Source: an optimization exercise on an open RTL-to-GDS flow (aim: small area, a short achievable clock period and few clock cycles per item). Production flows keep margins and buffers that such runs may drop.
Where RTL was checked, it was by simulation tests only, not by an equivalence proof against the original.

run 5:
// accelerator
module accelerator (
    input  logic clk, rst,
    input  logic signed [31:0] a0,
    input  logic signed [31:0] a1,
    input  logic signed [31:0] a2,
    input  logic signed [31:0] a3,
    input  logic signed [31:0] a4,
    input  logic signed [31:0] a5,
    input  logic signed [31:0] a6,
    input  logic signed [31:0] a7,
    input  logic signed [31:0] b0,
    input  logic signed [31:0] b1,
    input  logic signed [31:0] b2,
    input  logic signed [31:0] b3,
    input  logic signed [31:0] b4,
    input  logic signed [31:0] b5,
    input  logic signed [31:0] b6,
    input  logic signed [31:0] b7,
    input  logic start,
    output logic done,
    output logic signed [63:0] result
);
==> flow/config.mk <==
export PLATFORM = sky130hd
export DESIGN_NAME = accelerator
export DESIGN_NICKNAME = accelerator
export VERILOG_FILES = /design/flow/design.v
export SDC_FILE = /design/flow/constraint.sdc
export NUM_CORES = 4
export LEC_CHECK = 0
export CAP_MARGIN = 20
export CORE_MARGIN = 2
export CORE_UTILIZATION = 40
export SLEW_MARGIN = 20
==> flow/constraint.sdc <==
create_clock -name core_clock -period 12.0 [get_ports {clk}]
set_input_delay 2.4000 -clock core_clock [delete_from_list [all_inputs] [get_ports {clk}]]
set_output_delay 2.4000 -clock core_clock [all_outputs]
set_load 0.01 [all_outputs]
standard.sh (not shown) runs the stock make flow with config.mk's settings and CLKGATE_MAP_FILE= SYNTH_SCRIPT=/design/flow/synth_recipe.tcl, a recipe that flattens the netlist after the stock synthesis.
==> flow/flow/run.sh <==
#!/bin/bash
set -euo pipefail
MARGIN=${MARGIN:-7.7}
R=orfs/results/sky130hd/accelerator/base
bash standard.sh synth > synth.log 2>&1
cp $R/1_2_yosys.v polfix_in.v
python3 flow/polfix.py polfix_in.v $R/1_2_yosys.v > polfix.log 2>&1
bash standard.sh synth > synth2.log 2>&1
bash standard.sh "BUFFER_PORTS_ARGS=-buffer_cell sky130_fd_sc_hd__buf_1" \
    SETUP_SLACK_MARGIN=$MARGIN finish > layout.log 2>&1
Other scripts of this flow, unchanged in this note and not shown: flow/flow/polfix.py
Run 5: flow completed, timing, DRC and antenna clean
Edits applied to the flow inputs when going from run 5 to run 3:
--- a/flow/design.v
+++ b/flow/design.v
@@ -13,56 +13,59 @@
     input  logic signed [31:0] b2,
     input  logic signed [31:0] b3,
     input  logic signed [31:0] b4,
     input  logic signed [31:0] b5,
     input  logic signed [31:0] b6,
     input  logic signed [31:0] b7,
     input  logic start,
     output logic done,
     output logic signed [63:0] result
 );
-    logic [7:0] sel, selb;
-    logic       run, first, done_reg, fin, last;
+    logic [3:0] c;
+    logic       run, first, done_reg, fin;
     logic       ld;
-    assign ld = run ? ~last : start & ~done_reg & ~fin;
+    assign ld = run ? ~c[3] : start & ~done_reg & ~fin;
     always_ff @(posedge clk, posedge rst) begin
         if (rst) begin
-            sel      <= 8'd1;
+            c        <= 4'd0;
             run      <= 1'b0;
             first    <= 1'b0;
             done_reg <= 1'b0;
             fin      <= 1'b0;
-            last     <= 1'b0;
         end else begin
             first <= ~run & ~done_reg & ~fin & start;
             fin   <= 1'b0;
             if (run) begin
-                if (last) begin
-                    run  <= 1'b0;
-                    last <= 1'b0;
-                    fin  <= 1'b1;
-                    sel  <= 8'd1;
+                if (c[3]) begin
+                    run <= 1'b0;
+                    c   <= 4'd0;
+                    if (1'b1) fin <= 1'b1; else done_reg <= 1'b1;
                 end else begin
-                    sel  <= {sel[6:0], sel[7]};
-                    last <= sel[7];
+                    c <= c + 4'd1;
                 end
             end else if (fin) begin
                 done_reg <= 1'b1;
             end else if (done_reg) begin
                 if (!start) done_reg <= 1'b0;
             end else if (start) begin
                 run <= 1'b1;
-                sel <= 8'd2;
+                c   <= 4'd1;
             end
         end
     end
     assign done = done_reg;
+    logic [7:0] sel, selb;
+    always_ff @(posedge clk, posedge rst) begin
+        if (rst) sel <= 8'd1;
+        else if (run) sel <= c[3] ? 8'd1 : {sel[6:0], sel[7]};
+        else if (!done_reg && !fin && start) sel <= 8'd2;
+    end
     assign selb = sel & {8{ld}};
     logic [31:0] amux, bmux;
     assign amux = ({32{sel[0]}} & a0) | ({32{sel[1]}} & a1) | ({32{sel[2]}} & a2) | ({32{sel[3]}} & a3)
                 | ({32{sel[4]}} & a4) | ({32{sel[5]}} & a5) | ({32{sel[6]}} & a6) | ({32{sel[7]}} & a7);
     assign bmux = ({32{selb[0]}} & b0) | ({32{selb[1]}} & b1) | ({32{selb[2]}} & b2) | ({32{selb[3]}} & b3)
                 | ({32{selb[4]}} & b4) | ({32{selb[5]}} & b5) | ({32{selb[6]}} & b6) | ({32{selb[7]}} & b7);
     logic [31:0] bg;
     assign bg = bmux;
     logic [15:0] neg_d, one_d, two_d;
     always_comb begin
==> run summary <==
Against run 5, routed wire length in run 3 fell by a few percent.
Run 5 vs run 3, endpoint of the worst setup timing path: C[39] vs C[37]
Run 3 vs. run 5: synthesized area went up by 0.75%.
Met3 track demand over resource: run 3 and run 5 compared, lower one is run 3
Diff run 5 -> run 3 | die outline area | increase of 620 µm²
Testbench counts of run 3, summed over its fixed seeds: cycles 10,552, items 960.
Function not checked in run 5: the RTL went through the layout flow alone.

## port drivers added, routing unchanged
No port has a modelled driver above. Below, the same layouts with a new extraction and two added sets of constraints.
Step 1 (the two cells are an assumption about what drives the block):
set clk [get_ports {clk}]
set_driving_cell -lib_cell sky130_fd_sc_hd__clkbuf_16 $clk
set_driving_cell -lib_cell sky130_fd_sc_hd__buf_2 [delete_from_list [all_inputs] $clk]
Step 2, shift: input delay + t, output delay - t, t = (earliest + latest rising clock arrival at the registers) / 2. This alone moves slack from input paths to output paths.
a / b / c = ideal / step 1 / step 2; a / b = the first two.
run | shift t [ns] | slack for setup (ns) | worst setup path at the end | clock arrival spread, ns
run 5 | 0.664 | 7.726 / 7.726 / 7.149 | input to register | 0.058 / 0.059
run 3 | 0.645 | 7.736 / 7.736 / 7.263 | input to register | 0.020 / 0.020
After both steps every run listed still meets setup and hold. For run 5, which loses most, drivers alone change the setup slack by 0.000 ns; drivers and shift together by -0.577 ns.
